Source: an optimization exercise on an open RTL-to-GDS flow (aim: small area and a short achievable clock period). Production flows keep margins and buffers that such runs may drop. Function was checked by simulation only, so behaviour that the tests miss may differ from the original. The flow treats the clock pin as an ideal source. Dropping or thinning the clock tree relies on that and would not hold on a real chip.

==> flow/design.v (excerpt) <==
module Conway(
    input clk,
    input load,
    input [255:0] data,
    output reg [255:0] q
);
Size: roughly 2,600 cells after synthesis, about 510 I/O pins.
Settings: LEC_CHECK=0, CAP_MARGIN=20, CORE_MARGIN=2, CORE_UTILIZATION=65, SETUP_SLACK_MARGIN=2.8, SLEW_MARGIN=20, SYNTH_HIERARCHICAL=1, SYNTH_MINIMUM_KEEP_SIZE=0, TNS_END_PERCENT=0; clock period 5.0 ns.
standard.sh (not shown) runs the stock make flow with config.mk's settings and CLKGATE_MAP_FILE= SYNTH_SCRIPT=/design/flow/synth_recipe.tcl, a recipe that flattens the netlist after the stock synthesis.
==> flow/flow/run.sh <==
#!/bin/bash
# Standard ORFS layout with two changes:
#  - port buffers are plain buf_1 cells instead of the delay-buffer cells
#    buffer_ports picks by default;
#  - before floorplanning, combinational cells are set to drive strength 1
#    (flow/downsize.tcl); timing repair upsizes where needed.
set -euo pipefail
here=$(pwd)
export BUFFER_PORTS_ARGS="-buffer_cell sky130_fd_sc_hd__buf_1"
export PRE_FLOORPLAN_TCL="$here/flow/downsize.tcl"
bash standard.sh > standard.log 2>&1
==> flow/flow/downsize.tcl <==
# Before floorplanning: give every combinational cell that synthesis mapped at
# a drive strength above 1 its _1 variant, when the library has one. Timing
# repair later upsizes again where a path needs it.
set db [ord::get_db]
set n 0
foreach inst [[ord::get_db_block] getInsts] {
  set master [$inst getMaster]
  set name [$master getName]
  if {[$master isSequential]} { continue }
  if {[regexp {^(sky130_fd_sc_hd__[a-z0-9]+)_([2-9]|1[0-9])$} $name -> base drive]} {
    set small [$db findMaster ${base}_1]
    if {$small ne "NULL" && $small ne ""} {
      $inst swapMaster $small
      incr n
    }
  }
}
puts "downsize: $n cells set to drive strength 1"
Change:
--- a/flow/config.mk
+++ b/flow/config.mk
@@ -11 +11 @@
-export SETUP_SLACK_MARGIN = 2.8
+export SETUP_SLACK_MARGIN = 2.9
Global-route usage came out higher by 0.45 points.
Cell count hardly moves.
Die area is unchanged.
Change:
--- a/flow/config.mk
+++ b/flow/config.mk
@@ -11 +11 @@
-export SETUP_SLACK_MARGIN = 2.9
+export SETUP_SLACK_MARGIN = 2.85
@@ -15 +14,0 @@
-export TNS_END_PERCENT = 0
Count of clock-buffer cells in the layout does not change.
Non-clock buffer count climbs by 14.
Via count rose by 0.95%.
Routed wire length rises by 2.2%.
Flip-flop and latch count does not change.
Global-route usage grows by 0.23 points.
Hold slack barely changes.
First-iteration DRC count is higher by 4.2%.
Worst setup slack improved by 0.025 ns.
Sequential share of layout area rose by 0.14 points.
Change:
--- a/flow/config.mk
+++ b/flow/config.mk
@@ -11 +11 @@
-export SETUP_SLACK_MARGIN = 2.85
+export SETUP_SLACK_MARGIN = 2.8
Worst setup slack loses 0.0091 ns. Non-clock buffer count went down by 19. Design area went down by 3.9%.
Change:
--- a/flow/config.mk
+++ b/flow/config.mk
@@ -10,2 +10,2 @@
-export CORE_UTILIZATION = 65
-export SETUP_SLACK_MARGIN = 2.8
+export CORE_UTILIZATION = 55
+export SETUP_SLACK_MARGIN = 2.9
Effect: Fmax goes down by 1.1%; routed wire length increases by 12%; count of clock-buffer cells in the layout is higher by 6; worst hold slack improves by 0.010 ns; cell area increases by 19%; cell count increases by 10%; global-route usage goes down by 3.6 points; via count grows by about 5.5%.

Another version of the RTL of Conway (not shown whole).
Size in the first run: about 2,600 cells after synthesis, ~510 I/O pins.
Design Conway, start of the top module:
module Conway(
    input clk,
    input load,
    input [255:0] data,
    output reg [255:0] q
);
Settings: LEC_CHECK=0, CAP_MARGIN=20, CORE_MARGIN=2, CORE_UTILIZATION=65, SETUP_SLACK_MARGIN=3.0, SLEW_MARGIN=20, SYNTH_HIERARCHICAL=1, SYNTH_MINIMUM_KEEP_SIZE=0; clock period 5.0 ns.
==> flow/flow/run.sh <==
#!/bin/bash
# Standard ORFS layout with three changes:
#  - port buffers are plain buf_1 cells instead of the delay-buffer cells
#    buffer_ports picks by default;
#  - before floorplanning, combinational cells are set to drive strength 1
#    (flow/downsize.tcl); timing repair upsizes where needed;
#  - the clock tree is a balanced two-level tree (flow/my_cts.tcl: one root
#    buffer, one leaf buffer per group of about 21 registers) instead of
#    TritonCTS's three levels, for a shorter insertion delay.
set -euo pipefail
here=$(pwd)
export BUFFER_PORTS_ARGS="-buffer_cell sky130_fd_sc_hd__buf_1"
export PRE_FLOORPLAN_TCL="$here/flow/downsize.tcl"
export PRE_CTS_TCL="$here/flow/pre_cts.tcl"
bash standard.sh > standard.log 2>&1
==> flow/flow/my_cts.tcl <==
# Two-level clock tree: the clock port drives one root buffer at the centre of
# the registers, which drives one leaf buffer per group of registers; the
# registers are split into nx x ny groups of equal size by position.
set nx 2
set ny 6
set leaf_master sky130_fd_sc_hd__clkbuf_16
set root_master sky130_fd_sc_hd__clkbuf_16
set db [ord::get_db]
set block [ord::get_db_block]
set clk_net [$block findNet clk]
set sinks {}
foreach it [$clk_net getITerms] {
  set inst [$it getInst]
  lassign [$inst getLocation] x y
  set m [$inst getMaster]
  lappend sinks [list $it [expr {$x + [$m getWidth]/2}] [expr {$y + [$m getHeight]/2}]]
}
set n [llength $sinks]
puts "my_cts: $n sinks"
# split by x into nx columns, each column by y into ny groups
set byx [lsort -integer -index 1 $sinks]
set groups {}
set per_col [expr {double($n) / $nx}]
for {set c 0} {$c < $nx} {incr c} {
  set col [lrange $byx [expr {int(round($c*$per_col))}] [expr {int(round(($c+1)*$per_col))-1}]]
  set col [lsort -integer -index 2 $col]
  set m [llength $col]
  set per [expr {double($m) / $ny}]
  for {set r 0} {$r < $ny} {incr r} {
    lappend groups [lrange $col [expr {int(round($r*$per))}] [expr {int(round(($r+1)*$per))-1}]]
  }
}
set lm [$db findMaster $leaf_master]
set rm [$db findMaster $root_master]
set root_net [odb::dbNet_create $block clknet_root]
$root_net setSigType CLOCK
set k 0
set sx 0; set sy 0
foreach grp $groups {
  set cx 0; set cy 0
  foreach s $grp { incr cx [lindex $s 1]; incr cy [lindex $s 2] }
  set cx [expr {$cx / [llength $grp]}]
  set cy [expr {$cy / [llength $grp]}]
  set leaf [odb::dbInst_create $block $lm clkbuf_leaf_$k]
  $leaf setLocation [expr {$cx - [$lm getWidth]/2}] [expr {$cy - [$lm getHeight]/2}]
  $leaf setPlacementStatus PLACED
  set net [odb::dbNet_create $block clknet_leaf_$k]
  $net setSigType CLOCK
  foreach s $grp {
    set it [lindex $s 0]
    $it disconnect
    $it connect $net
  }
  [$leaf findITerm X] connect $net
  [$leaf findITerm A] connect $root_net
  incr sx $cx; incr sy $cy
  puts "my_cts: leaf $k at ($cx, $cy) drives [llength $grp] sinks"
  incr k
}
set rx [expr {$sx / $k}]
set ry [expr {$sy / $k}]
set root [odb::dbInst_create $block $rm clkbuf_root]
$root setLocation [expr {$rx - [$rm getWidth]/2}] [expr {$ry - [$rm getHeight]/2}]
$root setPlacementStatus PLACED
[$root findITerm A] connect $clk_net
[$root findITerm X] connect $root_net
puts "my_cts: root at ($rx, $ry) drives $k leaves"
Scripts as last shown in full above: flow/flow/downsize.tcl
Other scripts of this flow, unchanged in this note and not shown: flow/flow/pre_cts.tcl
The first run died in global routing with GRT-0232.
==> next run, changes <==
--- a/flow/flow/my_cts.tcl
+++ b/flow/flow/my_cts.tcl
@@ -2,6 +2,6 @@
 # the registers, which drives one leaf buffer per group of registers; the
 # registers are split into nx x ny groups of equal size by position.
-set nx 2
-set ny 6
+set nx 3
+set ny 4
 set leaf_master sky130_fd_sc_hd__clkbuf_16
 set root_master sky130_fd_sc_hd__clkbuf_16
GPL_ROUTABILITY_DRIVEN = 0   (was default)
SETUP_SLACK_MARGIN = 2.8   (was 3.0)
What happened:
- With this change the flow went through all stages and came out clean
- synthesized cell count stays the same
The clock cells of the second run of this note come from the design's own scripts or RTL, not from TritonCTS.

== v55 ==
Another version of the RTL of Conway (not shown whole).
For scale: about 2300 cells after synthesis, ~260 flip-flops, ~510 I/O pins, roughly 0.032 mm2 of cells after synthesis.
export LEC_CHECK = 0
export CAP_MARGIN = 20
export CORE_MARGIN = 2
export CORE_UTILIZATION = 40
export SETUP_SLACK_MARGIN = 3.0
export SLEW_MARGIN = 20
export SYNTH_HIERARCHICAL = 1
export SYNTH_MINIMUM_KEEP_SIZE = 0
create_clock -name core_clock -period 5.0 [get_ports {clk}]
==> flow/flow/run.sh <==
#!/bin/bash
# Standard ORFS layout, except that the port buffers are plain buf_1 cells
# instead of the delay-buffer cells buffer_ports picks by default.
set -euo pipefail
export BUFFER_PORTS_ARGS="-buffer_cell sky130_fd_sc_hd__buf_1"
bash standard.sh > standard.log 2>&1
Every stage of the flow completed for v55, and the final layout passed the timing, DRC and antenna checks.
The following lists how v31 was set up differently from v55:
- clearing SETUP_SLACK_MARGIN, which used to be 3.0
==> flow/run.sh (new file) <==
#!/bin/bash
# synth_recipe.tcl (not shown) runs the flow's synth.tcl, then flattens the netlist and writes it again
# the make line also repeats each setting of config.mk as NAME=value (left out here)
make -C /OpenROAD-flow-scripts/flow DESIGN_CONFIG=/design/flow/config.mk WORK_HOME=/design/flow/orfs CLKGATE_MAP_FILE= SYNTH_SCRIPT=/design/flow/synth_recipe.tcl finish
removed: flow/flow/run.sh
removed: flow/standard.sh
--- outcome ---
[v31 vs v55] utilization of the core after routing: lower in v31. Changes observed in v31 relative to v55: sequential share of layout area held steady; final area shrank by about 16%; via count shrank by 3390. Lower cell count was reported by v31, not v55. Diff v31 and v55: total cell area at the placement stage lower in v55. Compared with v55, v31 improves routed wire length. Reported for v31 and v55, register bit count reported by yosys turned out identical to the last digit. Clock period minus final worst setup slack in v31 vs v55: up 0.56 ns.
Inputs modified between v31 and v13:
==> flow/flow/run.sh (new file) <==
#!/bin/bash
# Standard ORFS layout, except that the port buffers are plain buf_1 cells
# instead of the delay-buffer cells buffer_ports picks by default.
set -euo pipefail
export BUFFER_PORTS_ARGS="-buffer_cell sky130_fd_sc_hd__buf_1"
bash standard.sh > standard.log 2>&1
==> flow/standard.sh (new file) <==
#!/bin/bash
# synth_recipe.tcl (not shown) runs the flow's synth.tcl, then flattens the netlist and writes it again
# the make line also repeats each setting of config.mk as NAME=value (left out here)
make -C /OpenROAD-flow-scripts/flow DESIGN_CONFIG=/design/flow/config.mk WORK_HOME=/design/flow/orfs CLKGATE_MAP_FILE= SYNTH_SCRIPT=/design/flow/synth_recipe.tcl "${@:-finish}"
removed: flow/run.sh
Results
Compared with v31, v13 shows a total length of routed met3 wires that is 3.6% higher. v13 -> v31: maximum fanout along the worst path delta 0, exact match. Count of state elements after synthesis: v31 vs v13 identical. There was hardly any difference in clock latency at the later pin of the worst-skew pair between v31 and v13. The final setup slack of the worst path reported for v13 is greater than that of v31 by 0.22 ns. Comparing v31 against v13, there is no change at all in number of cells on the worst reg-to-reg path.

## port drivers added, routing unchanged
No port has a modelled driver above. Below, the same layouts with a new extraction and two added sets of constraints.
Step 1: set_driving_cell puts a clkbuf_16 on clk and a buf_2 on each other input, an assumption about the parent block.
Step 2 times the ports against the registers' clock, not the clock port: input delays grow and output delays shrink by t, the midpoint of the rising clock arrivals with the driver on.
Three values: ideal, step 1, step 2; two values: the first two.
run	t (ns)	setup slack, ns	worst setup path after step 2	clock arrival spread, ns	worst data-port slew with drivers (ns)
the first run of note 1	0.612	2.684 / 2.624 / 2.283	input to register	0.016 / 0.016	0.12
the second run of note 1	0.615	2.785 / 2.749 / 2.445	input to register	0.011 / 0.011	0.11
the third run of note 1	0.613	2.811 / 2.749 / 2.395	input to register	0.009 / 0.009	0.11
the fourth run of note 1	0.614	2.802 / 2.740 / 2.391	input to register	0.014 / 0.014	0.11
the fifth run of note 1	0.625	2.778 / 2.778 / 2.443	input to register	0.022 / 0.023	0.13
the second run of note 2	0.554	2.783 / 2.743 / 2.609	input to register	0.011 / 0.010	0.13
v55	0.623	2.583 / 2.583 / 2.245	input to register	0.020 / 0.020	0.14
v31	0.625	2.026 / 1.961 / 2.221	register to register	0.011 / 0.010	0.11
v13	0.629	2.246 / 2.246 / 2.150	input to register	0.018 / 0.017	0.12
After both steps setup and hold are still met in every run listed. For the third run of note 1, which loses most, drivers alone change the setup slack by -0.062 ns; drivers and shift together by -0.416 ns.
